What follows belongs to an exercise in optimizing a design on an open flow for small area and a short achievable clock period; a production flow would make more cautious choices. In this exercise RTL edits were held to simulation tests only and were not proved equivalent to the original. Power figures rest on the tool's default switching activity, not on a simulated workload.

$ cat design.v
module multiplier (a, b, prod, qnan, infinity, zero, normal, clk);
input [15:0] a, b;
input clk;
output [15:0] prod;
output qnan, infinity, zero, normal;
wire [12:0] bx = {1'b0, ~&b[14:10] & |b[14:10], b[9:0], 1'b0};
wire [5:0] c_bo, c_bt;
genvar gi;
generate for (gi = 0; gi < 6; gi = gi + 1) begin : rec
  assign c_bo[gi] = bx[2*gi+1] ^ bx[2*gi];
  assign c_bt[gi] = (bx[2*gi+2] & ~bx[2*gi+1] & ~bx[2*gi]) | (~bx[2*gi+2] & bx[2*gi+1] & bx[2*gi]);
end endgenerate
reg [10:0] sa;
reg [5:0] bo, bt;
reg [4:0] bn;
reg [4:0] ea, eb;
reg sgn1, b_m0;
always @(posedge clk) begin
  sa <= {~&a[14:10] & |a[14:10], a[9:0]};
  bo <= c_bo;
  bt <= c_bt;
  bn <= {b[9], b[7], b[5], b[3], b[1]};
  b_m0 <= ~|b[9:0];
  ea <= a[14:10];
  eb <= b[14:10];
  sgn1 <= a[15] ^ b[15];
end
wire a_m0 = ~|sa[9:0];
wire a_e1 = &ea, b_e1 = &eb;
wire a_n = ~a_e1 & |ea, b_n = ~b_e1 & |eb;
wire a_inf = a_e1 & a_m0, b_inf = b_e1 & b_m0;
wire a_zero = ~a_n & ~a_e1 & a_m0, b_zero = ~b_n & ~b_e1 & b_m0;
wire c_qnan = (a_inf & b_zero) | (b_inf & a_zero);
wire c_zero = ~a_inf & ~b_inf & (a_zero | b_zero);
wire c_fin = ~a_e1 & ~b_e1 & ~a_zero & ~b_zero;
wire [5:0] esum = ea + eb;
wire [4:0] pe_nn = ea + eb + 5'd17;
wire [4:0] c_pe0 = (a_n & b_n) ? pe_nn : a_n ? ea : b_n ? eb : 5'd15;
wire [4:0] c_pe1 = c_pe0 + 5'd1;
wire c_f0 = c_fin & (~(a_n & b_n) | (esum <= 6'd45));
wire c_f1 = c_fin & ((a_n & b_n) ? (esum <= 6'd44) : a_n ? (ea != 5'd30) : b_n ? (eb != 5'd30) : 1'b1);
wire pp_0_0 = ~(bn[0] ^ ((bo[0] & sa[0])));
wire pp_0_1 = ~(bn[0] ^ ((bo[0] & sa[1]) | (bt[0] & sa[0])));
wire pp_0_2 = ~(bn[0] ^ ((bo[0] & sa[2]) | (bt[0] & sa[1])));
wire pp_0_3 = ~(bn[0] ^ ((bo[0] & sa[3]) | (bt[0] & sa[2])));
wire pp_0_4 = ~(bn[0] ^ ((bo[0] & sa[4]) | (bt[0] & sa[3])));
wire pp_0_5 = ~(bn[0] ^ ((bo[0] & sa[5]) | (bt[0] & sa[4])));
wire pp_0_6 = ~(bn[0] ^ ((bo[0] & sa[6]) | (bt[0] & sa[5])));
wire pp_0_7 = ~(bn[0] ^ ((bo[0] & sa[7]) | (bt[0] & sa[6])));
wire pp_0_8 = ~(bn[0] ^ ((bo[0] & sa[8]) | (bt[0] & sa[7])));
wire pp_0_9 = ~(bn[0] ^ ((bo[0] & sa[9]) | (bt[0] & sa[8])));
wire pp_0_10 = ~(bn[0] ^ ((bo[0] & sa[10]) | (bt[0] & sa[9])));
wire pp_0_11 = ~(bn[0] ^ ((bt[0] & sa[10])));
wire pp_1_0 = ~(bn[1] ^ ((bo[1] & sa[0])));
wire pp_1_1 = ~(bn[1] ^ ((bo[1] & sa[1]) | (bt[1] & sa[0])));
wire pp_1_2 = ~(bn[1] ^ ((bo[1] & sa[2]) | (bt[1] & sa[1])));
wire pp_1_3 = ~(bn[1] ^ ((bo[1] & sa[3]) | (bt[1] & sa[2])));
wire pp_1_4 = ~(bn[1] ^ ((bo[1] & sa[4]) | (bt[1] & sa[3])));
wire pp_1_5 = ~(bn[1] ^ ((bo[1] & sa[5]) | (bt[1] & sa[4])));
wire pp_1_6 = ~(bn[1] ^ ((bo[1] & sa[6]) | (bt[1] & sa[5])));
wire pp_1_7 = ~(bn[1] ^ ((bo[1] & sa[7]) | (bt[1] & sa[6])));
wire pp_1_8 = ~(bn[1] ^ ((bo[1] & sa[8]) | (bt[1] & sa[7])));
wire pp_1_9 = ~(bn[1] ^ ((bo[1] & sa[9]) | (bt[1] & sa[8])));
wire pp_1_10 = ~(bn[1] ^ ((bo[1] & sa[10]) | (bt[1] & sa[9])));
wire pp_1_11 = ~(bn[1] ^ ((bt[1] & sa[10])));
wire pp_2_0 = ~(bn[2] ^ ((bo[2] & sa[0])));
wire pp_2_1 = ~(bn[2] ^ ((bo[2] & sa[1]) | (bt[2] & sa[0])));
wire pp_2_2 = ~(bn[2] ^ ((bo[2] & sa[2]) | (bt[2] & sa[1])));
wire pp_2_3 = ~(bn[2] ^ ((bo[2] & sa[3]) | (bt[2] & sa[2])));
wire pp_2_4 = ~(bn[2] ^ ((bo[2] & sa[4]) | (bt[2] & sa[3])));
wire pp_2_5 = ~(bn[2] ^ ((bo[2] & sa[5]) | (bt[2] & sa[4])));
wire pp_2_6 = ~(bn[2] ^ ((bo[2] & sa[6]) | (bt[2] & sa[5])));
wire pp_2_7 = ~(bn[2] ^ ((bo[2] & sa[7]) | (bt[2] & sa[6])));
wire pp_2_8 = ~(bn[2] ^ ((bo[2] & sa[8]) | (bt[2] & sa[7])));
wire pp_2_9 = ~(bn[2] ^ ((bo[2] & sa[9]) | (bt[2] & sa[8])));
wire pp_2_10 = ~(bn[2] ^ ((bo[2] & sa[10]) | (bt[2] & sa[9])));
wire pp_2_11 = ~(bn[2] ^ ((bt[2] & sa[10])));
wire pp_3_0 = ~(bn[3] ^ ((bo[3] & sa[0])));
wire pp_3_1 = ~(bn[3] ^ ((bo[3] & sa[1]) | (bt[3] & sa[0])));
wire pp_3_2 = ~(bn[3] ^ ((bo[3] & sa[2]) | (bt[3] & sa[1])));
wire pp_3_3 = ~(bn[3] ^ ((bo[3] & sa[3]) | (bt[3] & sa[2])));
wire pp_3_4 = ~(bn[3] ^ ((bo[3] & sa[4]) | (bt[3] & sa[3])));
wire pp_3_5 = ~(bn[3] ^ ((bo[3] & sa[5]) | (bt[3] & sa[4])));
wire pp_3_6 = ~(bn[3] ^ ((bo[3] & sa[6]) | (bt[3] & sa[5])));
wire pp_3_7 = ~(bn[3] ^ ((bo[3] & sa[7]) | (bt[3] & sa[6])));
wire pp_3_8 = ~(bn[3] ^ ((bo[3] & sa[8]) | (bt[3] & sa[7])));
wire pp_3_9 = ~(bn[3] ^ ((bo[3] & sa[9]) | (bt[3] & sa[8])));
wire pp_3_10 = ~(bn[3] ^ ((bo[3] & sa[10]) | (bt[3] & sa[9])));
wire pp_3_11 = ~(bn[3] ^ ((bt[3] & sa[10])));
wire pp_4_0 = ~(bn[4] ^ ((bo[4] & sa[0])));
wire pp_4_1 = ~(bn[4] ^ ((bo[4] & sa[1]) | (bt[4] & sa[0])));
wire pp_4_2 = ~(bn[4] ^ ((bo[4] & sa[2]) | (bt[4] & sa[1])));
wire pp_4_3 = ~(bn[4] ^ ((bo[4] & sa[3]) | (bt[4] & sa[2])));
wire pp_4_4 = ~(bn[4] ^ ((bo[4] & sa[4]) | (bt[4] & sa[3])));
wire pp_4_5 = ~(bn[4] ^ ((bo[4] & sa[5]) | (bt[4] & sa[4])));
wire pp_4_6 = ~(bn[4] ^ ((bo[4] & sa[6]) | (bt[4] & sa[5])));
wire pp_4_7 = ~(bn[4] ^ ((bo[4] & sa[7]) | (bt[4] & sa[6])));
wire pp_4_8 = ~(bn[4] ^ ((bo[4] & sa[8]) | (bt[4] & sa[7])));
wire pp_4_9 = ~(bn[4] ^ ((bo[4] & sa[9]) | (bt[4] & sa[8])));
wire pp_4_10 = ~(bn[4] ^ ((bo[4] & sa[10]) | (bt[4] & sa[9])));
wire pp_4_11 = ~(bn[4] ^ ((bt[4] & sa[10])));
wire pp_5_0 = ~((bo[5] & sa[0]));
wire pp_5_1 = ~((bo[5] & sa[1]) | (bt[5] & sa[0]));
wire pp_5_2 = ~((bo[5] & sa[2]) | (bt[5] & sa[1]));
wire pp_5_3 = ~((bo[5] & sa[3]) | (bt[5] & sa[2]));
wire pp_5_4 = ~((bo[5] & sa[4]) | (bt[5] & sa[3]));
wire pp_5_5 = ~((bo[5] & sa[5]) | (bt[5] & sa[4]));
wire pp_5_6 = ~((bo[5] & sa[6]) | (bt[5] & sa[5]));
wire pp_5_7 = ~((bo[5] & sa[7]) | (bt[5] & sa[6]));
wire pp_5_8 = ~((bo[5] & sa[8]) | (bt[5] & sa[7]));
wire pp_5_9 = ~((bo[5] & sa[9]) | (bt[5] & sa[8]));
wire pp_5_10 = ~((bo[5] & sa[10]) | (bt[5] & sa[9]));
wire pp_5_11 = ~((bt[5] & sa[10]));
wire [4:0] bnn = ~bn;
wire s1, c2, s3, c4, s5, c6, s7, c8, s9, c10, s11, c12, s13, c14, s15, c16, s17, c18, s19, c20, s21, c22, s23, c24, s25, c26, s27, c28, s29, c30, s31, c32, s33, c34, s35, c36, s37, c38, s39, s40, c41, s42, c43, s44, c45, s46, c47, s48, c49, s50, c51, s52, c53, s54, c55, s56, c57, s58, c59, s60, c61, s62, c63, s64, c65, s66, c67, s68, c69, s70, s71, c72, s73, c74, s75, c76, s77, c78, s79, c80, s81, c82, s83, c84, s85, c86, s87, c88, s89, c90, s91, c92, s93, c94, s95, c96, s97, c98, s99, c100, s101, c102, s103, c104, s105, c106, s107, c108, s109;
nhs us1 (.a(bnn[3]), .b(pp_0_6), .y(s1));
nhc uc2 (.a(bnn[3]), .b(pp_0_6), .y(c2));
nhs us3 (.a(pp_0_7), .b(pp_1_5), .y(s3));
nhc uc4 (.a(pp_0_7), .b(pp_1_5), .y(c4));
fa us5 (.y(bnn[4]), .x(pp_0_8), .cin(pp_1_6), .sum(s5), .cout(c6));
nhs us7 (.a(pp_2_4), .b(pp_3_2), .y(s7));
nhc uc8 (.a(pp_2_4), .b(pp_3_2), .y(c8));
fa us9 (.y(pp_0_9), .x(pp_1_7), .cin(pp_2_5), .sum(s9), .cout(c10));
nhs us11 (.a(pp_3_3), .b(pp_4_1), .y(s11));
nhc uc12 (.a(pp_3_3), .b(pp_4_1), .y(c12));
fa us13 (.y(pp_0_10), .x(pp_1_8), .cin(pp_2_6), .sum(s13), .cout(c14));
fa us15 (.y(pp_3_4), .x(pp_4_2), .cin(pp_5_0), .sum(s15), .cout(c16));
fa us17 (.y(pp_0_11), .x(pp_1_9), .cin(pp_2_7), .sum(s17), .cout(c18));
fa us19 (.y(pp_3_5), .x(pp_4_3), .cin(pp_5_1), .sum(s19), .cout(c20));
fa us21 (.y(bnn[0]), .x(pp_1_10), .cin(pp_2_8), .sum(s21), .cout(c22));
fa us23 (.y(pp_3_6), .x(pp_4_4), .cin(pp_5_2), .sum(s23), .cout(c24));
fa us25 (.y(bnn[0]), .x(pp_1_11), .cin(pp_2_9), .sum(s25), .cout(c26));
fa us27 (.y(pp_3_7), .x(pp_4_5), .cin(pp_5_3), .sum(s27), .cout(c28));
fa us29 (.y(bn[0]), .x(bn[1]), .cin(pp_2_10), .sum(s29), .cout(c30));
fa us31 (.y(pp_3_8), .x(pp_4_6), .cin(pp_5_4), .sum(s31), .cout(c32));
ha us33 (.a(pp_2_11), .b(pp_3_9), .sum(s33), .cout(c34));
nhs us35 (.a(pp_4_7), .b(pp_5_5), .y(s35));
nhc uc36 (.a(pp_4_7), .b(pp_5_5), .y(c36));
fa us37 (.y(bn[2]), .x(pp_3_10), .cin(pp_4_8), .sum(s37), .cout(c38));
assign s39 = ~pp_3_11;
nhs us40 (.a(bnn[2]), .b(pp_0_4), .y(s40));
nhc uc41 (.a(bnn[2]), .b(pp_0_4), .y(c41));
nhs us42 (.a(pp_0_5), .b(pp_1_3), .y(s42));
nhc uc43 (.a(pp_0_5), .b(pp_1_3), .y(c43));
fa us44 (.y(pp_1_4), .x(pp_2_2), .cin(pp_3_0), .sum(s44), .cout(c45));
fa us46 (.y(pp_2_3), .x(pp_3_1), .cin(c2), .sum(s46), .cout(c47));
fa us48 (.y(pp_4_0), .x(c4), .cin(s7), .sum(s48), .cout(c49));
fa us50 (.y(c8), .x(s11), .cin(c6), .sum(s50), .cout(c51));
fa us52 (.y(c12), .x(c10), .cin(s13), .sum(s52), .cout(c53));
fa us54 (.y(c14), .x(c16), .cin(s17), .sum(s54), .cout(c55));
fa us56 (.y(c18), .x(c20), .cin(s21), .sum(s56), .cout(c57));
fa us58 (.y(c22), .x(c24), .cin(s25), .sum(s58), .cout(c59));
fa us60 (.y(c26), .x(c28), .cin(s29), .sum(s60), .cout(c61));
fa us62 (.y(s35), .x(s33), .cin(c30), .sum(s62), .cout(c63));
fa us64 (.y(pp_5_6), .x(c34), .cin(c36), .sum(s64), .cout(c65));
fa us66 (.y(pp_4_9), .x(pp_5_7), .cin(s39), .sum(s66), .cout(c67));
fa us68 (.y(bn[3]), .x(pp_3_11), .cin(pp_4_10), .sum(s68), .cout(c69));
assign s70 = ~pp_4_11;
nhs us71 (.a(bnn[1]), .b(pp_0_2), .y(s71));
nhc uc72 (.a(bnn[1]), .b(pp_0_2), .y(c72));
nhs us73 (.a(pp_0_3), .b(pp_1_1), .y(s73));
nhc uc74 (.a(pp_0_3), .b(pp_1_1), .y(c74));
fa us75 (.y(pp_1_2), .x(pp_2_0), .cin(s40), .sum(s75), .cout(c76));
fa us77 (.y(pp_2_1), .x(c41), .cin(s42), .sum(s77), .cout(c78));
fa us79 (.y(c43), .x(s1), .cin(s44), .sum(s79), .cout(c80));
fa us81 (.y(s3), .x(c45), .cin(s46), .sum(s81), .cout(c82));
fa us83 (.y(s5), .x(c47), .cin(s48), .sum(s83), .cout(c84));
fa us85 (.y(s9), .x(c49), .cin(s50), .sum(s85), .cout(c86));
fa us87 (.y(s15), .x(c51), .cin(s52), .sum(s87), .cout(c88));
fa us89 (.y(s19), .x(c53), .cin(s54), .sum(s89), .cout(c90));
fa us91 (.y(s23), .x(c55), .cin(s56), .sum(s91), .cout(c92));
fa us93 (.y(s27), .x(c57), .cin(s58), .sum(s93), .cout(c94));
fa us95 (.y(s31), .x(c59), .cin(s60), .sum(s95), .cout(c96));
fa us97 (.y(c32), .x(c61), .cin(s62), .sum(s97), .cout(c98));
fa us99 (.y(s37), .x(s64), .cin(c63), .sum(s99), .cout(c100));
fa us101 (.y(c38), .x(s66), .cin(c65), .sum(s101), .cout(c102));
fa us103 (.y(pp_5_8), .x(c67), .cin(s68), .sum(s103), .cout(c104));
fa us105 (.y(pp_5_9), .x(s70), .cin(c69), .sum(s105), .cout(c106));
fa us107 (.y(bn[4]), .x(pp_4_11), .cin(pp_5_10), .sum(s107), .cout(c108));
assign s109 = ~pp_5_11;
wire [21:0] ra_n = {s109, s107, s105, s103, s101, s99, c96, c94, c92, c90, c88, c86, c84, c82, c80, c78, c76, c74, c72, pp_1_0, pp_0_1, bnn[0]};
wire [21:0] rb_n = {c108, c106, c104, c102, c100, c98, s97, s95, s93, s91, s89, s87, s85, s83, s81, s79, s77, s75, s73, s71, 1'b1, pp_0_0};
wire [21:0] ck = ra_n & rb_n;
wire [21:0] cp = ra_n ^ rb_n;
wire G0_1 = ck[1] | (cp[1] & (ra_n[0] | rb_n[0]));
wire G0_2 = ck[2] | (cp[2] & ck[1]);
wire P0_2 = cp[2] & cp[1];
wire G0_3 = ck[3] | (cp[3] & ck[2]);
wire P0_3 = cp[3] & cp[2];
wire G0_4 = ck[4] | (cp[4] & ck[3]);
wire P0_4 = cp[4] & cp[3];
wire G0_5 = ck[5] | (cp[5] & ck[4]);
wire P0_5 = cp[5] & cp[4];
wire G0_6 = ck[6] | (cp[6] & ck[5]);
wire P0_6 = cp[6] & cp[5];
wire G0_7 = ck[7] | (cp[7] & ck[6]);
wire P0_7 = cp[7] & cp[6];
wire G0_8 = ck[8] | (cp[8] & ck[7]);
wire P0_8 = cp[8] & cp[7];
wire G0_9 = ck[9] | (cp[9] & ck[8]);
wire P0_9 = cp[9] & cp[8];
wire G0_10 = ck[10] | (cp[10] & ck[9]);
wire P0_10 = cp[10] & cp[9];
wire G0_11 = ck[11] | (cp[11] & ck[10]);
wire P0_11 = cp[11] & cp[10];
wire G0_12 = ck[12] | (cp[12] & ck[11]);
wire P0_12 = cp[12] & cp[11];
wire G0_13 = ck[13] | (cp[13] & ck[12]);
wire P0_13 = cp[13] & cp[12];
wire G0_14 = ck[14] | (cp[14] & ck[13]);
wire P0_14 = cp[14] & cp[13];
wire G0_15 = ck[15] | (cp[15] & ck[14]);
wire P0_15 = cp[15] & cp[14];
wire G0_16 = ck[16] | (cp[16] & ck[15]);
wire P0_16 = cp[16] & cp[15];
wire G0_17 = ck[17] | (cp[17] & ck[16]);
wire P0_17 = cp[17] & cp[16];
wire G0_18 = ck[18] | (cp[18] & ck[17]);
wire P0_18 = cp[18] & cp[17];
wire G0_19 = ck[19] | (cp[19] & ck[18]);
wire P0_19 = cp[19] & cp[18];
wire G0_20 = ck[20] | (cp[20] & ck[19]);
wire P0_20 = cp[20] & cp[19];
wire G0_21 = ck[21] | (cp[21] & ck[20]);
wire P0_21 = cp[21] & cp[20];
wire G1_2 = G0_2 | (P0_2 & (ra_n[0] | rb_n[0]));
wire G1_3 = G0_3 | (P0_3 & G0_1);
wire G1_4 = G0_4 | (P0_4 & G0_2);
wire P1_4 = P0_4 & P0_2;
wire G1_5 = G0_5 | (P0_5 & G0_3);
wire P1_5 = P0_5 & P0_3;
wire G1_6 = G0_6 | (P0_6 & G0_4);
wire P1_6 = P0_6 & P0_4;
wire G1_7 = G0_7 | (P0_7 & G0_5);
wire P1_7 = P0_7 & P0_5;
wire G1_8 = G0_8 | (P0_8 & G0_6);
wire P1_8 = P0_8 & P0_6;
wire G1_9 = G0_9 | (P0_9 & G0_7);
wire P1_9 = P0_9 & P0_7;
wire G1_10 = G0_10 | (P0_10 & G0_8);
wire P1_10 = P0_10 & P0_8;
wire G1_11 = G0_11 | (P0_11 & G0_9);
wire P1_11 = P0_11 & P0_9;
wire G1_12 = G0_12 | (P0_12 & G0_10);
wire P1_12 = P0_12 & P0_10;
wire G1_13 = G0_13 | (P0_13 & G0_11);
wire P1_13 = P0_13 & P0_11;
wire G1_14 = G0_14 | (P0_14 & G0_12);
wire P1_14 = P0_14 & P0_12;
wire G1_15 = G0_15 | (P0_15 & G0_13);
wire P1_15 = P0_15 & P0_13;
wire G1_16 = G0_16 | (P0_16 & G0_14);
wire P1_16 = P0_16 & P0_14;
wire G1_17 = G0_17 | (P0_17 & G0_15);
wire P1_17 = P0_17 & P0_15;
wire G1_18 = G0_18 | (P0_18 & G0_16);
wire P1_18 = P0_18 & P0_16;
wire G1_19 = G0_19 | (P0_19 & G0_17);
wire P1_19 = P0_19 & P0_17;
wire G1_20 = G0_20 | (P0_20 & G0_18);
wire P1_20 = P0_20 & P0_18;
wire G1_21 = G0_21 | (P0_21 & G0_19);
wire P1_21 = P0_21 & P0_19;
wire G2_4 = G1_4 | (P1_4 & (ra_n[0] | rb_n[0]));
wire G2_5 = G1_5 | (P1_5 & G0_1);
wire G2_6 = G1_6 | (P1_6 & G1_2);
wire G2_7 = G1_7 | (P1_7 & G1_3);
wire G2_8 = G1_8 | (P1_8 & G1_4);
wire P2_8 = P1_8 & P1_4;
wire G2_9 = G1_9 | (P1_9 & G1_5);
wire P2_9 = P1_9 & P1_5;
wire G2_10 = G1_10 | (P1_10 & G1_6);
wire P2_10 = P1_10 & P1_6;
wire G2_11 = G1_11 | (P1_11 & G1_7);
wire P2_11 = P1_11 & P1_7;
wire G2_12 = G1_12 | (P1_12 & G1_8);
wire P2_12 = P1_12 & P1_8;
wire G2_13 = G1_13 | (P1_13 & G1_9);
wire P2_13 = P1_13 & P1_9;
wire G2_14 = G1_14 | (P1_14 & G1_10);
wire P2_14 = P1_14 & P1_10;
wire G2_15 = G1_15 | (P1_15 & G1_11);
wire P2_15 = P1_15 & P1_11;
wire G2_16 = G1_16 | (P1_16 & G1_12);
wire P2_16 = P1_16 & P1_12;
wire G2_17 = G1_17 | (P1_17 & G1_13);
wire P2_17 = P1_17 & P1_13;
wire G2_18 = G1_18 | (P1_18 & G1_14);
wire P2_18 = P1_18 & P1_14;
wire G2_19 = G1_19 | (P1_19 & G1_15);
wire P2_19 = P1_19 & P1_15;
wire G2_20 = G1_20 | (P1_20 & G1_16);
wire P2_20 = P1_20 & P1_16;
wire G2_21 = G1_21 | (P1_21 & G1_17);
wire P2_21 = P1_21 & P1_17;
wire G3_8 = G2_8 | (P2_8 & (ra_n[0] | rb_n[0]));
wire G3_9 = G2_9 | (P2_9 & G0_1);
wire G3_10 = G2_10 | (P2_10 & G1_2);
wire G3_11 = G2_11 | (P2_11 & G1_3);
wire G3_12 = G2_12 | (P2_12 & G2_4);
wire G3_13 = G2_13 | (P2_13 & G2_5);
wire G3_14 = G2_14 | (P2_14 & G2_6);
wire G3_15 = G2_15 | (P2_15 & G2_7);
wire G3_16 = G2_16 | (P2_16 & G2_8);
wire P3_16 = P2_16 & P2_8;
wire G3_17 = G2_17 | (P2_17 & G2_9);
wire P3_17 = P2_17 & P2_9;
wire G3_18 = G2_18 | (P2_18 & G2_10);
wire P3_18 = P2_18 & P2_10;
wire G3_19 = G2_19 | (P2_19 & G2_11);
wire P3_19 = P2_19 & P2_11;
wire G3_20 = G2_20 | (P2_20 & G2_12);
wire P3_20 = P2_20 & P2_12;
wire G3_21 = G2_21 | (P2_21 & G2_13);
wire P3_21 = P2_21 & P2_13;
wire G4_16 = G3_16 | (P3_16 & (ra_n[0] | rb_n[0]));
wire G4_17 = G3_17 | (P3_17 & G0_1);
wire G4_18 = G3_18 | (P3_18 & G1_2);
wire G4_19 = G3_19 | (P3_19 & G1_3);
wire G4_20 = G3_20 | (P3_20 & G2_4);
wire G4_21 = G3_21 | (P3_21 & G2_5);
wire [22:0] ncy;
assign ncy[0] = 1'b1;
assign ncy[1] = (ra_n[0] | rb_n[0]);
assign ncy[2] = G0_1;
assign ncy[3] = G1_2;
assign ncy[4] = G1_3;
assign ncy[5] = G2_4;
assign ncy[6] = G2_5;
assign ncy[7] = G2_6;
assign ncy[8] = G2_7;
assign ncy[9] = G3_8;
assign ncy[10] = G3_9;
assign ncy[11] = G3_10;
assign ncy[12] = G3_11;
assign ncy[13] = G3_12;
assign ncy[14] = G3_13;
assign ncy[15] = G3_14;
assign ncy[16] = G3_15;
assign ncy[17] = G4_16;
assign ncy[18] = G4_17;
assign ncy[19] = G4_18;
assign ncy[20] = G4_19;
assign ncy[21] = G4_20;
assign ncy[22] = G4_21;
wire [21:0] raw = ~(cp ^ ncy[21:0]);
reg [11:0] r2;
reg hin2, sgn2, q2, z2, f02, f12;
reg [4:0] e02, e12;
always @(posedge clk) begin
  r2 <= raw[21:10];
  hin2 <= ~raw[21];
  sgn2 <= sgn1;
  q2 <= c_qnan;
  z2 <= c_zero;
  f02 <= c_f0;
  f12 <= c_f1;
  e02 <= c_f0 ? c_pe0 : {5{~c_zero}};
  e12 <= c_f1 ? c_pe1 : {5{~c_zero}};
end
wire hi = r2[11];
wire lo = hin2;
wire fin = (hi & f12) | (lo & f02);
assign qnan = q2;
assign zero = z2;
assign normal = fin;
assign infinity = ~(q2 | z2 | fin);
assign prod[15] = sgn2;
assign prod[14:10] = ({5{hi}} & e12) | ({5{lo}} & e02);
assign prod[9:0] = ({10{hi & f12}} & r2[10:1]) | ({10{lo & f02}} & r2[9:0]) | {q2, 3'b000, q2, 1'b0, q2, 1'b0, q2, 1'b0};
endmodule
module nhs (a, b, y);
input a, b;
output y;
assign y = ~(a ^ b);
endmodule
module nhc (a, b, y);
input a, b;
output y;
assign y = a | b;
endmodule
module ha (a, b, sum, cout);
input a, b;
output sum, cout;
assign sum = a ^ b;
assign cout = a & b;
endmodule
module fa (x, y, cin, sum, cout);
input x, y, cin;
output sum, cout;
assign sum = x ^ y ^ cin;
assign cout = (x & y) | (x & cin) | (y & cin);
endmodule
$ cat run.sh
#!/bin/bash
# synth_recipe.tcl (not shown) runs the flow's synth.tcl, then flattens the netlist and writes it again
# the make line also repeats each setting of config.mk as NAME=value (left out here)
make -C /OpenROAD-flow-scripts/flow DESIGN_CONFIG=/design/flow/config.mk WORK_HOME=/design/flow/orfs CLKGATE_MAP_FILE= SYNTH_SCRIPT=/design/flow/synth_recipe.tcl finish
$ cat config.mk
export PLATFORM = sky130hd
export DESIGN_NAME = multiplier
export DESIGN_NICKNAME = multiplier
export VERILOG_FILES = /design/flow/design.v
export SDC_FILE = /design/flow/constraint.sdc
export NUM_CORES = 4
export LEC_CHECK = 0
export CAP_MARGIN = 20
export CORE_MARGIN = 2
export CORE_UTILIZATION = 40
export SLEW_MARGIN = 20
export SYNTH_HIERARCHICAL = 1
$ cat constraint.sdc
create_clock -name core_clock -period 12.0 [get_ports {clk}]
set_input_delay 2.4000 -clock core_clock [delete_from_list [all_inputs] [get_ports {clk}]]
set_output_delay 2.4000 -clock core_clock [all_outputs]
set_load 0.01 [all_outputs]
==> reports/metrics.csv, run 1 <==
stage,metric,value,unit
detailed_routing,final WL,12660,µm
synth,sequential area share after synthesis,25.19,%
floorplanning,Core Region,13240,µm²
final_layout,multi-input logic area,3850,µm²
critical_path,CP Data Arrival Time,4.80,ns
critical_path,"CP delay by family, top",adder cells,
synth,Post-synth EDFFs,0,
run_status,status,"complete, no violations",
synth,simple-gate share of the synthesized area,10.07,%
grt,first-pass GRT wire length,20790,µm
clock_network,cts repair resizes,0,
min_path,hold depth,0,
synth,mux share of post-synthesis cell area,1.574,%
critical_path,FF-to-FF path depth,13,
grt,largest net degree at the start of global routing,15,
clock_network,"Reg clk slew, reported paths",0.06,ns
sta,RSZ-0062 raised after global routing,no,
floorplanning,Die Ht,120.2,µm
sta,measured slew at the worst slew-check pin,0.8081,ns
detailed_routing,initial DRC count,325,
synth,share of the synthesized area in the top cell type,25.19,%
critical_path,CP startpoint,bn[2],
synth,Post-Synth XOR/XNOR Area,15.39,%
place,dpl cells,738,
sta,final setup TNS,0,ns
critical_path,worst setup path class,reg2reg,
critical_path,"slowest stage delay, CP",0.51,ns
floorplanning,Ports,53,
final_layout,final cell count without fillers,754,
clock_network,worst skew pair latency,0.34,ns
synth,Main synth FF type,dfxtp_1,
synth,Synth Area in Compound Gates,19.61,%
detailed_routing,"antenna viol nets, final",0,
sta,Final Hold Vio Count,0,
detailed_routing,router iterations before antenna repair,5,
synth,Syn Nets,653,
critical_path,peak fanout along the critical path,14,
place,routability cong.,0.8714,
floorplanning,Die ar.,14460,µm²
synth,Mapped Cells,542,
clock_network,H-tree Lvls,3,
sta,Fin Clk Skew,0.01116,ns
synth,Syn Std Cell Area,5405,µm²
power,PwrDens,246.0,nW/µm²
critical_path,CP dominant cell by count,fa_1,
final_layout,Register Area,1361,µm²
critical_path,CP Capture Point,hin2,
synth,Area contributors post-synth,"dfxtp_1 25%, fa_1 17%, xnor2_1 13%",
clock_network,CTS Sinks,68,
synth,Synth area leader,dfxtp_1,
grt,GR Overflow Total,0,
floorplanning,die width,120.2,µm
clock_network,"Hold-fix buffers, CTS",0,
detailed_routing,DRC viols,0,
synth,unique cell type count in the Yosys netlist,54,
sta,Slew HR,46.13,%
grt,Global Route Usage Sum,18.20,%
sta,Final Cycle Share,37.74,%
critical_path,Bufs and invs on worst path,1,
critical_path,R2R setup slack,7.47,ns
detailed_routing,vias post-DR,4199,
clock_network,clock buffer depth,2,
clock_network,setup bufs post-CTS,0,
critical_path,element type at the critical path end,flop,
sta,fin crit period,4.528,ns
critical_path,CP Cell Sequence,clkinv_1 -> xnor2_1 -> fa_1 -> fa_1 -> fa_1 -> ha_1 -> a21oi_1 -> o21a_1 -> o21ai_0 -> a21o_1 -> a221o_1 -> a21oi_1 -> xor2_1,
synth,average size of a mapped cell,9.973,µm²
sta,Final Max Tran Viols,0,
critical_path,CP max-delay cell,clkinv_1,
final_layout,proportion of layout cells with a drive suffix above 1,4.152,%
synth,Synth Area in Adders,24.58,%
floorplanning,Initial Util,40.82,%
grt,antenna violations before repair,0,
final_layout,P&R area growth vs syn,16.53,%
sta,fmax,0.2208,GHz
clock_network,Root Driver,clkbuf_16,
synth,yosys warns,7,
critical_path,CP required,12.27,ns
clock_network,Num CTS Buffers,9,
final_layout,Inserted Diodes,0,
synth,largest family of logic cells by synthesized area,adder cells,
final_layout,NumNets Final,684,
job,maxcap violations,0,
min_path,Hold Crit Class,reg2reg,
detailed_routing,WL/cell,16.79,µm
grt,vias in the first global route,4022,
place,Final HPWL DP,9730,µm
place,Port Buffers,52,
power,leakage power,2.371,nW
floorplanning,FP Rows,42,
synth,"flops & latches, synth",68,
power,Peak VDD IR,0.1252,mV
critical_path,RR Endpoint,hin2,
clock_network,TritonCTS clock tree,built,
final_layout,fillers,1269,
sta,endpoints failing setup,0,
critical_path,FF-to-FF Start,bn[2],
critical_path,nature of the critical path startpoint,flop,
critical_path,CP Depth,13,
detailed_routing,Via density,5.569,
synth,ys async rst share,0,%
## cells in the mapped netlist, types with 12 or more instances
cell type and count:
nand2_1 27, a22o_1 12, clkbuf_1 25, a22oi_1 59, inv_1 16, dfxtp_1 68, fa_1 47, o21ai_0 17
xnor2_1 82, a21oi_1 22, xor2_1 13, ha_1 31
## flip-flops by register name, summed over array words and instances (netlist names), 5 cells and up
name	cells
e02	5
e12	5
eb	5
bo	6
r2	12
bn	5
ea	5
sa	11
bt	6
## metal layers
metal  vias to the layer above  routed length (µm)  GRT usage, %
met1                      2050                6304         26.60
met3                         9                 659         2.925
met5                         -                   0             0
met4                         0                 115         5.741
met2                       137                5579         27.63
li1                       2003                   -             -
## per-module statistics from Yosys, one instance, submodules excluded
module      times used  cells inside
fa                  43             1
ha                   1             1
multiplier           1           480
nhc                  9             1
nhs                  9             1
## layout make-up
cell class	count	area share [%]
Multi-Input combinational cell	424	61.12
Sequential cell	68	21.61
Timing Repair Buffer	52	8.264
Clock buffer	10	3.794
Tap cell	176	3.496
Inverter	18	1.073
Clock inverter	6	0.6357
## worst register-to-register path, stage by stage, from the launching register on
cell and delay, ns:
dfxtp_1 0.36, clkinv_1 0.51, xnor2_1 0.42, fa_1 0.47
fa_1 0.41, fa_1 0.47, ha_1 0.38, a21oi_1 0.26
o21a_1 0.16, o21ai_0 0.07, a21o_1 0.18, a221o_1 0.36
a21oi_1 0.25, xor2_1 0.16
## cells by family after synthesis
| logic type | after synthesis |
|---|---|
| buffers and inverters | 50 |
| adders and majority gates | 78 |
| AOI/OAI and AO/OA | 148 |
| DFF | 68 |
| xor gates and xnor gates | 95 |
| and+or+nand+nor | 95 |
| muxes | 8 |
## how the worst min path moves through the flow
stage	from	endpoint	slack, ns
after floorplan	sgn1	sgn2	0.31
after global placement	sgn1	sgn2	0.32
after detailed placement	sgn1	sgn2	0.32
after CTS	sgn1	sgn2	0.34
after global routing	sgn1	sgn2	0.34
final	sgn1	sgn2	0.33
## per-stage QoR
| step | cell area [µm²] | hold slack [ns] | util (%) | power, W | setup slack [ns] |
|---|---|---|---|---|---|
| 6_report | 6299 | 0.3299 | 47.56 | 0.001549 | 7.472 |
| 2_1_floorplan | 5405 | 0.3096 | - | 0.001040 | 7.878 |
| 5_1_grt | 6299 | 0.3383 | 47.56 | 0.001688 | 7.177 |
| 3_3_place_gp | 6020 | 0.3182 | 45.46 | 0.001293 | 7.655 |
| 3_5_place_dp | 6020 | 0.3237 | 45.46 | 0.001309 | 7.535 |
| 4_1_cts | 6299 | 0.3363 | 47.56 | 0.001559 | 7.506 |
## cell usage in the layout (no fill, tap or decap), types with 5 or more instances in the layout
master           count
inv_1               16
clkbuf_16            9
a22o_1              12
a22oi_1             59
xnor2_1             82
clkdlybuf4s50_1     52
nand2_1             27
dfxtp_1             68
ha_1                31
o21ai_0             17
mux2i_1              7
nor2b_1              6
a31oi_1              5
xor2_1              13
fa_1                47
and2_1               6
a21oi_1             22
or4_1                6
a221o_1              6
nor2_1              10
or2_1               10
## where the power goes
group	switching (W)	internal, W	total, W
Combinational	0.000501	0.000476	0.000978
Clock	0.0000991	0.000145	0.000244
Sequential	0.0000432	0.000285	0.000328
Total	0.000644	0.000905	0.00155
==> inputs of run 2 (changes only) <==
--- a/config.mk
+++ b/config.mk
@@ -7,6 +7,8 @@
 export LEC_CHECK = 0
 export CAP_MARGIN = 20
 export CORE_MARGIN = 2
-export CORE_UTILIZATION = 40
+export CORE_UTILIZATION = 65
+export CTS_BUF_LIST = sky130_fd_sc_hd__clkbuf_8
+export PLACE_DENSITY = 0.8
 export SLEW_MARGIN = 20
 export SYNTH_HIERARCHICAL = 1
==> run 2 against run 1 <==
  * Still clean on timing, DRC and antenna
  * Clock power down 13%
  * Clock skew up 0.0033 ns
  * Via count up 1.2%
  * Register-to-register slack better by 0.06 ns
  * Synthesized area unchanged
  * Sequential share of layout area up 0.51 points
  * Worst setup slack better by 0.064 ns
  * Utilization up 28 points
  * Hold slack better by 0.016 ns
  * Critical path type unchanged
  * Critical endpoint unchanged
==> reports/metrics.csv, run 2 <==
stage,metric,value,unit
power,Peak VDD IR,0.1649,mV
critical_path,peak fanout along the critical path,14,
min_path,Hold Crit Class,reg2reg,
place,Port Buffers,52,
synth,Area contributors post-synth,"dfxtp_1 25%, fa_1 17%, xnor2_1 13%",
critical_path,nature of the critical path startpoint,flop,
floorplanning,Die Ht,95.19,µm
clock_network,CTS Sinks,68,
sta,RSZ-0062 raised after global routing,no,
synth,yosys warns,7,
grt,vias in the first global route,3974,
job,maxcap violations,0,
synth,unique cell type count in the Yosys netlist,54,
sta,fin crit period,4.464,ns
place,placed instance area,5931,µm²
place,Final HPWL DP,9706,µm
detailed_routing,DRC viols,0,
detailed_routing,initial DRC count,294,
place,routability cong.,0.9258,
detailed_routing,final WL,12390,µm
detailed_routing,vias post-DR,4250,
clock_network,"Reg clk slew, reported paths",0.08,ns
floorplanning,Die ar.,9061,µm²
final_layout,NumNets Final,684,
final_layout,"commonest non-fill, non-tap cell in the layout",xnor2_1,
clock_network,clock buffer depth,2,
detailed_routing,Via density,6.223,
grt,GR Overflow Total,0,
clock_network,worst skew pair latency,0.34,ns
final_layout,P&R area growth vs syn,13.84,%
sta,Fin Clk Skew,0.01442,ns
synth,Syn Nets,653,
clock_network,TritonCTS clock tree,built,
critical_path,CP required,12.28,ns
final_layout,Biggest register,r2,
power,leakage power,2.343,nW
synth,Post-synth top cells,"82 x xnor2_1, 68 x dfxtp_1, 59 x a22oi_1",
sta,endpoints failing setup,0,
sta,Final Hold Vio Count,0,
final_layout,proportion of layout cells with a drive suffix above 1,4.152,%
synth,average size of a mapped cell,9.973,µm²
run_status,status,"complete, no violations",
critical_path,CP Data Arrival Time,4.74,ns
sta,Final Max Tran Viols,0,
clock_network,Root Driver,clkbuf_8,
place,pre-CTS WS,7.558,ns
grt,antenna violations before repair,0,
synth,Mapped Cells,542,
synth,"flops & latches, synth",68,
synth,Syn Std Cell Area,5405,µm²
synth,share of the synthesized area in the top cell type,25.19,%
grt,largest net degree at the start of global routing,15,
final_layout,Top Registers,"r2 (12), sa (11)",
detailed_routing,router iterations before antenna repair,6,
synth,ys async rst share,0,%
sta,measured slew at the worst slew-check pin,0.7755,ns
synth,Post-synth EDFFs,0,
sta,fmax,0.2240,GHz
detailed_routing,"antenna viol nets, final",0,
floorplanning,Initial Util,66.45,%
floorplanning,FP Rows,33,
clock_network,setup bufs post-CTS,0,
final_layout,Inserted Diodes,0,
synth,cell with the most instances after synthesis,xnor2_1,
floorplanning,Core Region,8134,µm²
detailed_routing,WL/cell,18.14,µm
final_layout,fin area,6153,µm²
power,PwrDens,248.7,nW/µm²
floorplanning,Ports,53,
sta,Slew HR,48.30,%
synth,Main synth FF type,dfxtp_1,
final_layout,max reg flops,12,
sta,Final Cycle Share,37.20,%
grt,Global Route Usage Sum,28.74,%
sta,smallest setup slack after layout,7.536,ns
power,Design Power,0.001530,W
synth,sequential area share after synthesis,25.19,%
clock_network,Num CTS Buffers,9,
clock_network,"Hold-fix buffers, CTS",0,
clock_network,H-tree Lvls,3,
sta,final setup TNS,0,ns
critical_path,worst setup path class,reg2reg,
synth,Synth area leader,dfxtp_1,
grt,first-pass GRT wire length,19920,µm
final_layout,most frequent cells in the layout,"82 x xnor2_1, 68 x dfxtp_1, 59 x a22oi_1, 52 x clkdlybuf4s50_1, 47 x fa_1",
clock_network,cts repair resizes,0,
floorplanning,die width,95.19,µm
critical_path,element type at the critical path end,flop,
[run 2: cell count changes in the layout (fill, tap and decap cells not counted)]
| cell | delta |
|---|---|
| bufinv_16 | +2 |
| clkbuf_16 | -9 |
| clkbuf_8 | +8 |
| clkinv_2 | -2 |
| inv_6 | +1 |
[run 2: layout make-up]
class | count | area (µm²)
multi-input cells | 424 | 3850
fillers | 587 | 1981
flip-flops and latches | 68 | 1361
repair buffers | 52 | 520.5
well taps | 105 | 131.4
clock buffers | 9 | 123.9
clock inverters | 7 | 98.84
inverters | 18 | 67.56
[run 2: modules after synthesis (local to each module, per instance)]
| module | flip-flops and latches | times used | cells inside |
|---|---|---|---|
| nhc | 0 | 9 | 1 |
| ha | 0 | 1 | 1 |
| nhs | 0 | 9 | 1 |
| multiplier | 68 | 1 | 480 |
| fa | 0 | 43 | 1 |
[run 2: worst max-delay path, cell delays in order (launching register included)]
cell and delay [ns]:
dfxtp_1 0.36, clkinv_1 0.48, xnor2_1 0.53, xnor2_1 0.19
fa_1 0.45, fa_1 0.44, ha_1 0.21, a211oi_1 0.25
o21ai_0 0.15, a21oi_1 0.26, o211ai_1 0.25, a221o_1 0.42
a21oi_1 0.25, xor2_1 0.16
[run 2: worst paths after layout]
path,start,endpoint,slack (ns),depth (start not counted)
setup / recovery,bn[2],hin2,7.54,13
hold / removal,sgn1,sgn2,0.35,0
setup reg to reg,bn[2],hin2,7.54,13
hold reg to reg,sgn1,sgn2,0.35,0
[run 2: logic make-up after synthesis]
kind of cell | after synthesis | share of synthesized area [%]
AOI/OAI and AO/OA | 148 | 19.61
xor gates and xnor gates | 95 | 15.39
and+or+nand+nor | 95 | 10.07
adders and majority gates | 78 | 24.58
DFF | 68 | 25.19
buffers and inverters | 50 | 3.588
muxes | 8 | 1.574
[run 2: layer usage]
layer / part of all wire [%] / track usage [%] / vias up
li1: - / - / 2002
met1: 45 / 41.22 / 2038
met3: 8.6 / 7.273 / 17
met2: 45 / 43.54 / 193
met4: 1.7 / 7.246 / 0
met5: 0 / 0 / -
[run 2: report_power, final]
part	internal [W]	switching, W
Combinational	0.000475	0.000516
Clock	0.000118	0.0000954
Sequential	0.000284	0.0000422
Total	0.000877	0.000653
[run 2: metrics by stage]
| stage | cells | utilization [%] | hold slack (ns) |
|---|---|---|---|
| 6_report | 683 | 75.65 | 0.3454 |
| 5_1_grt | 683 | 75.65 | 0.3525 |
| 4_1_cts | 683 | 75.65 | 0.3475 |
| 3_5_place_dp | 667 | 72.91 | 0.3234 |
| 3_3_place_gp | 667 | 72.91 | 0.3193 |
| 2_1_floorplan | 542 | - | 0.3096 |
==> inputs of run 3 (changes only) <==
--- a/config.mk
+++ b/config.mk
@@ -5,6 +5,7 @@
 export SDC_FILE = /design/flow/constraint.sdc
 export NUM_CORES = 4
 export LEC_CHECK = 0
+export ABC_AREA = 1
 export CAP_MARGIN = 20
 export CORE_MARGIN = 2
 export CORE_UTILIZATION = 65
==> run 3 against run 2 <==
  * Still clean
  * Die area grew 13%
  * Total power grew 7.2%
  * Critical path depth shrank 9
  * Sequential cell count did not move
  * Cell count is 40% higher
  * Global-route usage rose by 1.1 points
  * Clock-buffer cell count unchanged
==> reports/metrics.csv, run 3 <==
stage,metric,value,unit
synth,mux share of post-synthesis cell area,0.3670,%
synth,Main synth FF type,dfxtp_1,
final_layout,NumNets Final,951,
sta,RSZ-0062 raised after global routing,no,
clock_network,"Reg clk slew, reported paths",0.08,ns
synth,largest family of logic cells by synthesized area,simple AND/OR/NAND/NOR gates,
synth,yosys warns,7,
grt,antenna violations before repair,0,
synth,Post-synth top cells,"169 x nand2_1, 115 x inv_1, 68 x dfxtp_1",
place,routability cong.,1.003,
final_layout,post-layout util,75.43,%
sta,Final Hold Vio Count,0,
grt,Global Route Usage Sum,29.82,%
synth,simple-gate share of the synthesized area,24.06,%
critical_path,CP Data Arrival Time,1.86,ns
sta,Fin Clk Skew,0.01928,ns
floorplanning,Die ar.,10240,µm²
power,Int Power,0.0008449,W
detailed_routing,vias post-DR,5454,
floorplanning,Core Region,9196,µm²
final_layout,Register Area,1361,µm²
final_layout,fin area,6937,µm²
final_layout,Inserted Diodes,0,
critical_path,CP max-delay cell,clkdlybuf4s50_1,
power,clock share of power,12.5,%
detailed_routing,routed wl met2,6651,µm
detailed_routing,WL/cell,15.30,µm
synth,Post-synth EDFFs,0,
final_layout,Top Registers,"r2 (12), sa (11)",
clock_network,Root Driver,clkbuf_8,
clock_network,H-tree Lvls,3,
place,Port Buffers,52,
critical_path,R2R setup slack,7.98,ns
min_path,hold depth,0,
critical_path,peak fanout along the critical path,8,
grt,first-pass GRT wire length,24260,µm
sta,Slew HR,60.87,%
synth,Post-Synth XOR/XNOR Area,9.847,%
final_layout,Biggest register,r2,
synth,Area contributors post-synth,"dfxtp_1 22%, fa_1 15%, nand2_1 10%",
detailed_routing,router iterations before antenna repair,5,
floorplanning,Die Ht,101.2,µm
power,switching share of power,48.49,%
final_layout,fillers,729,
synth,Synth area leader,dfxtp_1,
min_path,Hold Crit Class,reg2reg,
detailed_routing,"antenna viol nets, final",0,
final_layout,proportion of layout cells with a drive suffix above 1,8.284,%
final_layout,final cell count without fillers,956,
final_layout,"commonest non-fill, non-tap cell in the layout",nand2_1,
run_status,status,"complete, no violations",
sta,Final Cycle Share,35.54,%
synth,sequential area share after synthesis,22.18,%
synth,Mapped Cells,792,
final_layout,multi-input logic area,4208,µm²
clock_network,clock buffer depth,2,
critical_path,CP required,9.60,ns
critical_path,"slowest stage delay, CP",0.53,ns
critical_path,"CP delay by family, top",buffers and inverters,
synth,Synth Area in Compound Gates,12.64,%
critical_path,worst setup path class,reg2out,
place,placed instance area,6730,µm²
sta,measured slew at the worst slew-check pin,0.5863,ns
synth,cell with the most instances after synthesis,nand2_1,
clock_network,CTS Sinks,68,
place,dpl cells,940,
synth,share of the synthesized area in the top cell type,22.18,%
sta,endpoints failing setup,0,
job,maxcap violations,0,
detailed_routing,Via density,5.705,
power,NetSw,0.0007953,W
place,Final HPWL DP,11630,µm
power,leakage power,3.375,nW
critical_path,FF-to-FF path depth,15,
sta,fin crit period,4.265,ns
detailed_routing,routed wl met3,1264,µm
power,Design Power,0.001640,W
power,sequential share of power,18.8,%
critical_path,nature of the critical path startpoint,flop,
synth,Synth Area in Adders,21.65,%
detailed_routing,highest layer used for signal routing,met4,
grt,GR Overflow Total,0,
synth,ys async rst share,0,%
grt,vias in the first global route,5185,
synth,"flops & latches, synth",68,
floorplanning,FP Rows,35,
floorplanning,Initial Util,66.73,%
detailed_routing,final WL,14630,µm
clock_network,Num CTS Buffers,9,
critical_path,CP Depth,4,
power,Comb pwr share,68.7,%
detailed_routing,Post-Route M1 WL,6459,µm
critical_path,RR Endpoint,r2[6],
critical_path,element type at the critical path end,output port,
min_path,hold path start,sgn1,
synth,Syn Std Cell Area,6137,µm²
sta,final setup TNS,0,ns
synth,unique cell type count in the Yosys netlist,40,
grt,largest net degree at the start of global routing,15,
clock_network,worst skew pair latency,0.36,ns
clock_network,cts repair resizes,0,
critical_path,FF-to-FF Start,bt[3],
power,PwrDens,236.4,nW/µm²
floorplanning,die width,101.2,µm
critical_path,CP Cell Sequence,nand2_1 -> inv_1 -> a221o_1 -> clkdlybuf4s50_1,
sta,fmax,0.2345,GHz
critical_path,Bufs and invs on worst path,2,
detailed_routing,initial DRC count,492,
clock_network,TritonCTS clock tree,built,
sta,Final Max Tran Viols,0,
power,Peak VDD IR,0.1451,mV
final_layout,P&R area growth vs syn,13.03,%
final_layout,max reg flops,12,
clock_network,"Hold-fix buffers, CTS",0,
synth,average size of a mapped cell,7.749,µm²
floorplanning,Ports,53,
min_path,WHS Endpoint,sgn2,
clock_network,setup bufs post-CTS,0,
detailed_routing,DRC viols,0,
final_layout,most frequent cells in the layout,"169 x nand2_1, 115 x inv_1, 68 x dfxtp_1, 63 x xor2_1, 61 x o22ai_1",
synth,Syn Nets,903,
run 3: how the worst max path moves through the flow:
stage | start | end | slack (ns)
after floorplan | sa[9] | hin2 | 8.40
after global placement | r2[11] | prod[9] | 8.15
after detailed placement | r2[11] | prod[3] | 8.07
after CTS | r2[11] | prod[3] | 7.69
after global routing | r2[11] | prod[1] | 7.58
final | r2[11] | prod[3] | 7.74
run 3: cell families after synthesis:
group                      Yosys count
muxes                                2
AOI/OAI and AO/OA                  124
buffers and inverters              148
xor gates and xnor gates            69
DFF                                 68
and+or+nand+nor                    303
adders and majority gates           78
run 3: stage by stage:
stage,hold WS [ns],setup slack (ns)
after CTS,0.3418,7.686
after global routing,0.3448,7.577
after detailed placement,0.3213,8.071
final,0.3355,7.735
after floorplan,0.3096,8.395
after global placement,0.3188,8.149
run 3: per-module statistics from Yosys, one instance, submodules excluded:
module / area, µm² / flip-flops and latches / times used / cells
multiplier: 4994 / 68 / 1 / 676
fa: 20.02 / 0 / 43 / 1
nhs: 18.77 / 0 / 9 / 5
ha: 12.51 / 0 / 1 / 1
nhc: 11.26 / 0 / 9 / 3
run 3: metal layers:
| metal | vias up | track usage [%] |
|---|---|---|
| met5 | - | 0 |
| met4 | 0 | 7.069 |
| met3 | 24 | 5.590 |
| met2 | 261 | 48.29 |
| met1 | 2497 | 41.74 |
| li1 | 2672 | - |
run 3: layout make-up:
class	count	area share, %
clock buffer	9	1.786
multi-input combinational	576	60.66
inverter	133	7.233
timing repair buffer	52	7.504
sequential	68	19.62
tap	111	2.002
clock inverter	7	1.190
run 3: power by group through the flow:
stage | logic (W) | registers (W) | clock network, W
3_3_place_gp | 0.00108 | 0.000311 | 0
5_1_grt | 0.00127 | 0.000315 | 0.000218
4_1_cts | 0.00111 | 0.000309 | 0.000208
2_1_floorplan | 0.000815 | 0.000305 | 0
6_report | 0.00113 | 0.000308 | 0.000205
3_5_place_dp | 0.00111 | 0.000314 | 0
run 3: worst reg2reg max path, delay by kind of cell (launching register included):
family | cells | cell delay (ns)
AO/OA/AOI/OAI | 3 | 0.70
flip-flops | 1 | 0.36
buffers and inverters | 2 | 0.35
adder cells (fa/ha/maj) | 4 | 1.79
AND/OR/NAND/NOR | 5 | 0.57
XOR/XNOR | 1 | 0.12
==> inputs of run 4 (changes only) <==
--- a/config.mk
+++ b/config.mk
@@ -5,11 +5,12 @@
 export SDC_FILE = /design/flow/constraint.sdc
 export NUM_CORES = 4
 export LEC_CHECK = 0
-export ABC_AREA = 1
 export CAP_MARGIN = 20
 export CORE_MARGIN = 2
 export CORE_UTILIZATION = 65
 export CTS_BUF_LIST = sky130_fd_sc_hd__clkbuf_8
+export CTS_CLUSTER_DIAMETER = 100
+export CTS_CLUSTER_SIZE = 30
 export PLACE_DENSITY = 0.8
 export SLEW_MARGIN = 20
 export SYNTH_HIERARCHICAL = 1
==> run 4 against run 3 <==
  * Clock power increased by 4%
  * Worst setup slack lost 0.20 ns
  * Die area fell by 11%
  * Critical path depth increased by 9
  * Critical endpoint is now hin2
  * Critical path type is now reg2reg
==> reports/metrics.csv, run 4 <==
stage,metric,value,unit
synth,share of the synthesized area in the top cell type,25.19,%
sta,fin crit period,4.464,ns
final_layout,Biggest register,r2,
final_layout,Inserted Diodes,0,
place,routability cong.,0.9258,
synth,yosys warns,7,
floorplanning,Die Ht,95.19,µm
grt,Global Route Usage Sum,28.74,%
final_layout,post-layout util,75.65,%
critical_path,peak fanout along the critical path,14,
clock_network,worst skew pair latency,0.34,ns
final_layout,NumNets Final,684,
synth,sequential area share after synthesis,25.19,%
detailed_routing,Via density,6.223,
synth,"flops & latches, synth",68,
synth,ys async rst share,0,%
detailed_routing,WL/cell,18.14,µm
floorplanning,die width,95.19,µm
floorplanning,Ports,53,
synth,Main synth FF type,dfxtp_1,
sta,RSZ-0062 raised after global routing,no,
synth,Syn Nets,653,
sta,Slew HR,48.30,%
final_layout,max reg flops,12,
synth,Post-synth EDFFs,0,
job,maxcap violations,0,
grt,GR Overflow Total,0,
critical_path,R2R setup slack,7.54,ns
detailed_routing,router iterations before antenna repair,6,
synth,Mapped Cells,542,
place,Port Buffers,52,
run_status,status,"complete, no violations",
sta,Fin Clk Skew,0.01442,ns
floorplanning,Die ar.,9061,µm²
power,Peak VDD IR,0.1649,mV
floorplanning,FP Rows,33,
power,leakage power,2.343,nW
synth,unique cell type count in the Yosys netlist,54,
detailed_routing,final WL,12390,µm
sta,endpoints failing setup,0,
grt,largest net degree at the start of global routing,15,
clock_network,"Hold-fix buffers, CTS",0,
sta,final setup TNS,0,ns
clock_network,"Reg clk slew, reported paths",0.08,ns
clock_network,TritonCTS clock tree,built,
clock_network,H-tree Lvls,3,
clock_network,Num CTS Buffers,9,
detailed_routing,DRC viols,0,
grt,antenna violations before repair,0,
detailed_routing,initial DRC count,294,
critical_path,worst setup path class,reg2reg,
sta,fmax,0.2240,GHz
final_layout,proportion of layout cells with a drive suffix above 1,4.152,%
critical_path,CP required,12.28,ns
synth,Synth area leader,dfxtp_1,
synth,cell with the most instances after synthesis,xnor2_1,
final_layout,most frequent cells in the layout,"82 x xnor2_1, 68 x dfxtp_1, 59 x a22oi_1, 52 x clkdlybuf4s50_1, 47 x fa_1",
place,pre-CTS WS,7.558,ns
final_layout,"commonest non-fill, non-tap cell in the layout",xnor2_1,
sta,Hold WS,0.3454,ns
final_layout,fillers,587,
floorplanning,Core Region,8134,µm²
critical_path,nature of the critical path startpoint,flop,
synth,Post-synth top cells,"82 x xnor2_1, 68 x dfxtp_1, 59 x a22oi_1",
critical_path,element type at the critical path end,flop,
min_path,Hold Crit Class,reg2reg,
clock_network,cts repair resizes,0,
clock_network,Root Driver,clkbuf_8,
clock_network,CTS Sinks,68,
synth,average size of a mapped cell,9.973,µm²
critical_path,CP Data Arrival Time,4.74,ns
grt,first-pass GRT wire length,19920,µm
sta,Final Hold Vio Count,0,
detailed_routing,"antenna viol nets, final",0,
sta,measured slew at the worst slew-check pin,0.7755,ns
power,PwrDens,248.7,nW/µm²
floorplanning,Initial Util,66.45,%
sta,smallest setup slack after layout,7.536,ns
place,Final HPWL DP,9706,µm
sta,Final Max Tran Viols,0,
detailed_routing,vias post-DR,4250,
clock_network,clock buffer depth,2,
synth,Syn Std Cell Area,5405,µm²
clock_network,setup bufs post-CTS,0,
final_layout,P&R area growth vs syn,13.84,%
synth,Area contributors post-synth,"dfxtp_1 25%, fa_1 17%, xnor2_1 13%",
sta,Final Cycle Share,37.20,%
final_layout,Top Registers,"r2 (12), sa (11)",
grt,vias in the first global route,3974,
==> run 4: cell types whose count changed after synthesis, sizes merged, moves of 50 or more <==
cell   delta
nand2   -162
a22oi    +59
inv     -105
xor2     -50
xnor2    +76
o22ai    -58
==> run 4: Yosys stat by module (local to each module, per instance) <==
| module | copies in the design | flops+latches |
|---|---|---|
| multiplier | 1 | 68 |
| nhc | 9 | 0 |
| ha | 1 | 0 |
| fa | 43 | 0 |
| nhs | 9 | 0 |
==> run 4: path summary, 6_finish.rpt <==
path	startpoint	end	depth (start not counted)
max	bn[2]	hin2	13
min	sgn1	sgn2	0
max reg2reg	bn[2]	hin2	13
min reg2reg	sgn1	sgn2	0
==> run 4: routing by layer <==
layer / up-vias / wire (µm) / GRT usage, %
met5: - / 0 / 0
met4: 0 / 211 / 7.246
met3: 17 / 1063 / 7.273
met2: 193 / 5566 / 43.54
met1: 2038 / 5546 / 41.22
li1: 2002 / - / -
==> run 4: report_power, final <==
group	switching [W]	total (W)	leakage [nW]	internal, W
combinational	0.000516	0.000991	1.66	0.000475
sequential	0.0000422	0.000326	0.571	0.000284
clock	0.0000954	0.000213	0.110	0.000118
total	0.000653	0.00153	2.34	0.000877
==> run 4: through the flow <==
step	instance area [µm²]	total power, W	std cells
floorplan	5405	0.001040	542
global placement	5931	0.001299	667
detailed placement	5931	0.001317	667
CTS	6153	0.001532	683
global route	6153	0.001661	683
finish	6153	0.001530	683
==> run 4: worst max-delay path, stage by stage, from the launching register on <==
cell and delay (ns):
dfxtp_1 0.36, clkinv_1 0.48, xnor2_1 0.53, xnor2_1 0.19, fa_1 0.45, fa_1 0.44, ha_1 0.21, a211oi_1 0.25
o21ai_0 0.15, a21oi_1 0.26, o211ai_1 0.25, a221o_1 0.42, a21oi_1 0.25, xor2_1 0.16
==> run 4: final cells by class <==
cell class	count	area, µm²	area share (%)
Clock buffer	9	123.9	2.013
Clock inverter	7	98.84	1.606
Inverter	18	67.56	1.098
Multi-Input combinational cell	424	3850	62.57
Sequential cell	68	1361	22.12
Tap cell	105	131.4	2.135
Timing Repair Buffer	52	520.5	8.459
==> run 4: cells by family after synthesis <==
family                   Yosys count  synth area share, %
adder cells (fa/ha/maj)           78                24.58
AO/OA/AOI/OAI                    148                19.61
XOR/XNOR                          95                15.39
flip-flops                        68                25.19
AND/OR/NAND/NOR                   95                10.07
multiplexers                       8                1.574
buffers and inverters             50                3.588
==> inputs of run 5 (changes only) <==
--- a/config.mk
+++ b/config.mk
@@ -8,9 +8,9 @@
 export CAP_MARGIN = 20
 export CORE_MARGIN = 2
 export CORE_UTILIZATION = 65
-export CTS_BUF_LIST = sky130_fd_sc_hd__clkbuf_8
-export CTS_CLUSTER_DIAMETER = 100
-export CTS_CLUSTER_SIZE = 30
+export CTS_BUF_LIST = sky130_fd_sc_hd__clkbuf_16
+export CTS_CLUSTER_DIAMETER = 300
+export CTS_CLUSTER_SIZE = 50
 export PLACE_DENSITY = 0.8
 export SLEW_MARGIN = 20
 export SYNTH_HIERARCHICAL = 1
==> run 5 against run 4 <==
  * Still clean
  * Via count shrank 0.59%
  * Total power grew 5.2%
  * Utilization grew 1.2 points
  * Hold slack lost 0.0052 ns
  * Critical path depth is the same
  * Cell count is the same
  * Critical path type unchanged
  * Largest cell class unchanged
  * Largest power group unchanged
==> reports/metrics.csv, run 5 <==
stage,metric,value,unit
run_status,status,"complete, no violations",
sta,final setup TNS,0,ns
power,Peak VDD IR,0.1670,mV
synth,Synth area leader,dfxtp_1,
sta,fin crit period,4.474,ns
critical_path,CP Data Arrival Time,4.74,ns
critical_path,CP dominant cell by count,fa_1,
floorplanning,Die ar.,9061,µm²
final_layout,fillers,563,
synth,Post-synth top cells,"82 x xnor2_1, 68 x dfxtp_1, 59 x a22oi_1",
grt,Global Route Usage Sum,29.47,%
detailed_routing,"antenna viol nets, final",0,
critical_path,worst setup path class,reg2reg,
critical_path,CP Depth,13,
job,maxcap violations,0,
synth,Area contributors post-synth,"dfxtp_1 25%, fa_1 17%, xnor2_1 13%",
final_layout,NumNets Final,684,
grt,antenna violations before repair,0,
critical_path,FF-to-FF path depth,13,
sta,Slew HR,46.61,%
sta,RSZ-0062 raised after global routing,no,
detailed_routing,final WL,12630,µm
final_layout,Inserted Diodes,0,
critical_path,CP Capture Point,hin2,
grt,first-pass GRT wire length,20380,µm
critical_path,CP max-delay cell,fa_1,
sta,endpoints failing setup,0,
critical_path,CP Cell Sequence,clkinv_1 -> xnor2_1 -> fa_1 -> fa_1 -> fa_1 -> ha_1 -> nand2_1 -> nor3_1 -> o311ai_1 -> o211ai_1 -> a221o_1 -> a21oi_1 -> xor2_1,
synth,sequential area share after synthesis,25.19,%
clock_network,worst skew pair latency,0.33,ns
final_layout,proportion of layout cells with a drive suffix above 1,4.152,%
power,PwrDens,257.5,nW/µm²
synth,largest family of logic cells by synthesized area,adder cells,
critical_path,R2R setup slack,7.53,ns
final_layout,final cell count without fillers,683,
synth,simple-gate share of the synthesized area,10.07,%
synth,Mapped Cells,542,
power,leakage power,2.389,nW
min_path,Hold Crit Class,reg2reg,
synth,Syn Std Cell Area,5405,µm²
critical_path,RR Endpoint,hin2,
critical_path,FF-to-FF Start,bn[1],
final_layout,"commonest non-fill, non-tap cell in the layout",xnor2_1,
grt,largest net degree at the start of global routing,15,
critical_path,element type at the critical path end,flop,
clock_network,H-tree Lvls,3,
clock_network,Root Driver,clkbuf_16,
final_layout,Top Registers,"r2 (12), sa (11)",
synth,mux share of post-synthesis cell area,1.574,%
synth,cell with the most instances after synthesis,xnor2_1,
synth,Synth Area in Compound Gates,19.61,%
clock_network,Num CTS Buffers,9,
floorplanning,FP Rows,33,
synth,Synth Area in Adders,24.58,%
sta,Final Hold Vio Count,0,
detailed_routing,vias post-DR,4225,
synth,Main synth FF type,dfxtp_1,
sta,Fin Clk Skew,0.01002,ns
synth,unique cell type count in the Yosys netlist,54,
floorplanning,die width,95.19,µm
floorplanning,Die Ht,95.19,µm
synth,yosys warns,7,
synth,Post-synth EDFFs,0,
sta,fmax,0.2235,GHz
final_layout,Biggest register,r2,
sta,Final Max Tran Viols,0,
critical_path,peak fanout along the critical path,14,
sta,measured slew at the worst slew-check pin,0.8008,ns
synth,Post-Synth XOR/XNOR Area,15.39,%
synth,average size of a mapped cell,9.973,µm²
place,Final HPWL DP,9706,µm
clock_network,CTS Sinks,68,
clock_network,clock buffer depth,2,
critical_path,CP startpoint,bn[1],
place,dpl cells,667,
detailed_routing,DRC viols,0,
synth,ys async rst share,0,%
critical_path,Bufs and invs on worst path,1,
clock_network,setup bufs post-CTS,0,
critical_path,nature of the critical path startpoint,flop,
detailed_routing,router iterations before antenna repair,5,
clock_network,"Hold-fix buffers, CTS",0,
final_layout,P&R area growth vs syn,15.72,%
clock_network,TritonCTS clock tree,built,
detailed_routing,Via density,6.186,
floorplanning,Ports,53,
grt,vias in the first global route,4069,
detailed_routing,initial DRC count,312,
critical_path,"slowest stage delay, CP",0.51,ns
synth,Syn Nets,653,
sta,Final Cycle Share,37.28,%
floorplanning,Core Region,8134,µm²
detailed_routing,WL/cell,18.49,µm
final_layout,most frequent cells in the layout,"82 x xnor2_1, 68 x dfxtp_1, 59 x a22oi_1, 52 x clkdlybuf4s50_1, 47 x fa_1",
floorplanning,Initial Util,66.45,%
final_layout,max reg flops,12,
clock_network,cts repair resizes,0,
clock_network,"Reg clk slew, reported paths",0.06,ns
synth,share of the synthesized area in the top cell type,25.19,%
critical_path,"CP delay by family, top",adder cells,
place,Port Buffers,52,
place,routability cong.,0.9258,
critical_path,CP required,12.26,ns
grt,GR Overflow Total,0,
synth,"flops & latches, synth",68,
==> run 5: power breakdown <==
group          internal, W  switching, W  total (W)
Clock             0.000183      0.000107   0.000290
Sequential        0.000284     0.0000428   0.000327
Combinational     0.000475      0.000518   0.000993
Total             0.000943      0.000668    0.00161
==> run 5: routing by layer <==
metal  GRT usage [%]  vias up  share of wire, %
li1                -     2001                 -
met1           40.84     2027                44
met2           45.83      180                46
met3           8.854       17               9.1
met4           6.159        0              0.98
met5               0        -                 0
==> run 5: how the worst min path moves through the flow <==
stage | start | endpoint | slack, ns | depth (start not counted)
2_1_floorplan | sgn1 | sgn2 | 0.31 | 0
3_3_place_gp | sgn1 | sgn2 | 0.32 | 0
3_5_place_dp | sgn1 | sgn2 | 0.32 | 0
4_1_cts | sgn1 | sgn2 | 0.34 | 0
5_1_grt | sgn1 | sgn2 | 0.35 | 0
6_report | sgn1 | sgn2 | 0.34 | 0
==> run 5: per-stage QoR <==
stage	total power [W]	cell area [µm²]	hold WS, ns	util (%)	setup slack [ns]
after floorplan	0.001040	5405	0.3096	-	7.878
after global placement	0.001299	5931	0.3193	72.91	7.666
after detailed placement	0.001317	5931	0.3234	72.91	7.558
after CTS	0.001611	6255	0.3431	76.90	7.521
after global routing	0.001741	6255	0.3479	76.90	7.244
final	0.001611	6255	0.3402	76.90	7.526
==> run 5: layout make-up <==
class,count,area [µm²],share of cell area [%]
multi-input cells,424,3850,61.55
flip-flops and latches,68,1361,21.76
repair buffers,52,520.5,8.322
clock buffers,9,225.2,3.601
well taps,105,131.4,2.100
clock inverters,7,98.84,1.580
inverters,18,67.56,1.080
==> run 5: cells by family (layout without fill, tap and decap cells) <==
group,count (synthesis),after routing
DFF,68,68
adders and majority gates,78,78
and+or+nand+nor,95,95
xor gates and xnor gates,95,95
muxes,8,8
AOI/OAI and AO/OA,148,148
buffers and inverters,50,86
==> run 5: per-module statistics from Yosys (local to each module, per instance) <==
module	times used	cells inside	cell area (µm²)
nhc	9	1	6.256
nhs	9	1	8.758
fa	43	1	20.02
ha	1	1	12.51
multiplier	1	480	4397

-- port drivers added, routing unchanged --
The results above use ideal ports. As a check the final layouts listed here were re-extracted and re-timed, cells and wires unchanged. Step 1 assumes that a clkbuf_16 drives the clock port and a buf_2 every other input. Step 2 times the ports against the registers' clock, not the clock port: input delays grow and output delays shrink by t, the midpoint of the rising clock arrivals with the driver on. a / b / c = ideal / step 1 / step 2; a / b = the first two.
run | t (ns) | setup slack, ns | worst setup path at the end | clock arrival spread, ns | worst slew at a driven data input, ns
run 1 | 0.374 | 7.472 / 7.472 / 7.472 | register to register | 0.012 / 0.011 | 0.04
run 2 | 0.369 | 7.536 / 7.526 / 7.536 | register to register | 0.014 / 0.014 | 0.04
run 3 | 0.385 | 7.735 / 7.704 / 7.982 | register to register | 0.019 / 0.020 | 0.03
run 4 | 0.369 | 7.536 / 7.526 / 7.536 | register to register | 0.014 / 0.014 | 0.04
run 5 | 0.365 | 7.526 / 7.526 / 7.526 | register to register | 0.010 / 0.010 | 0.04
After both steps setup and hold are still met in every run listed.
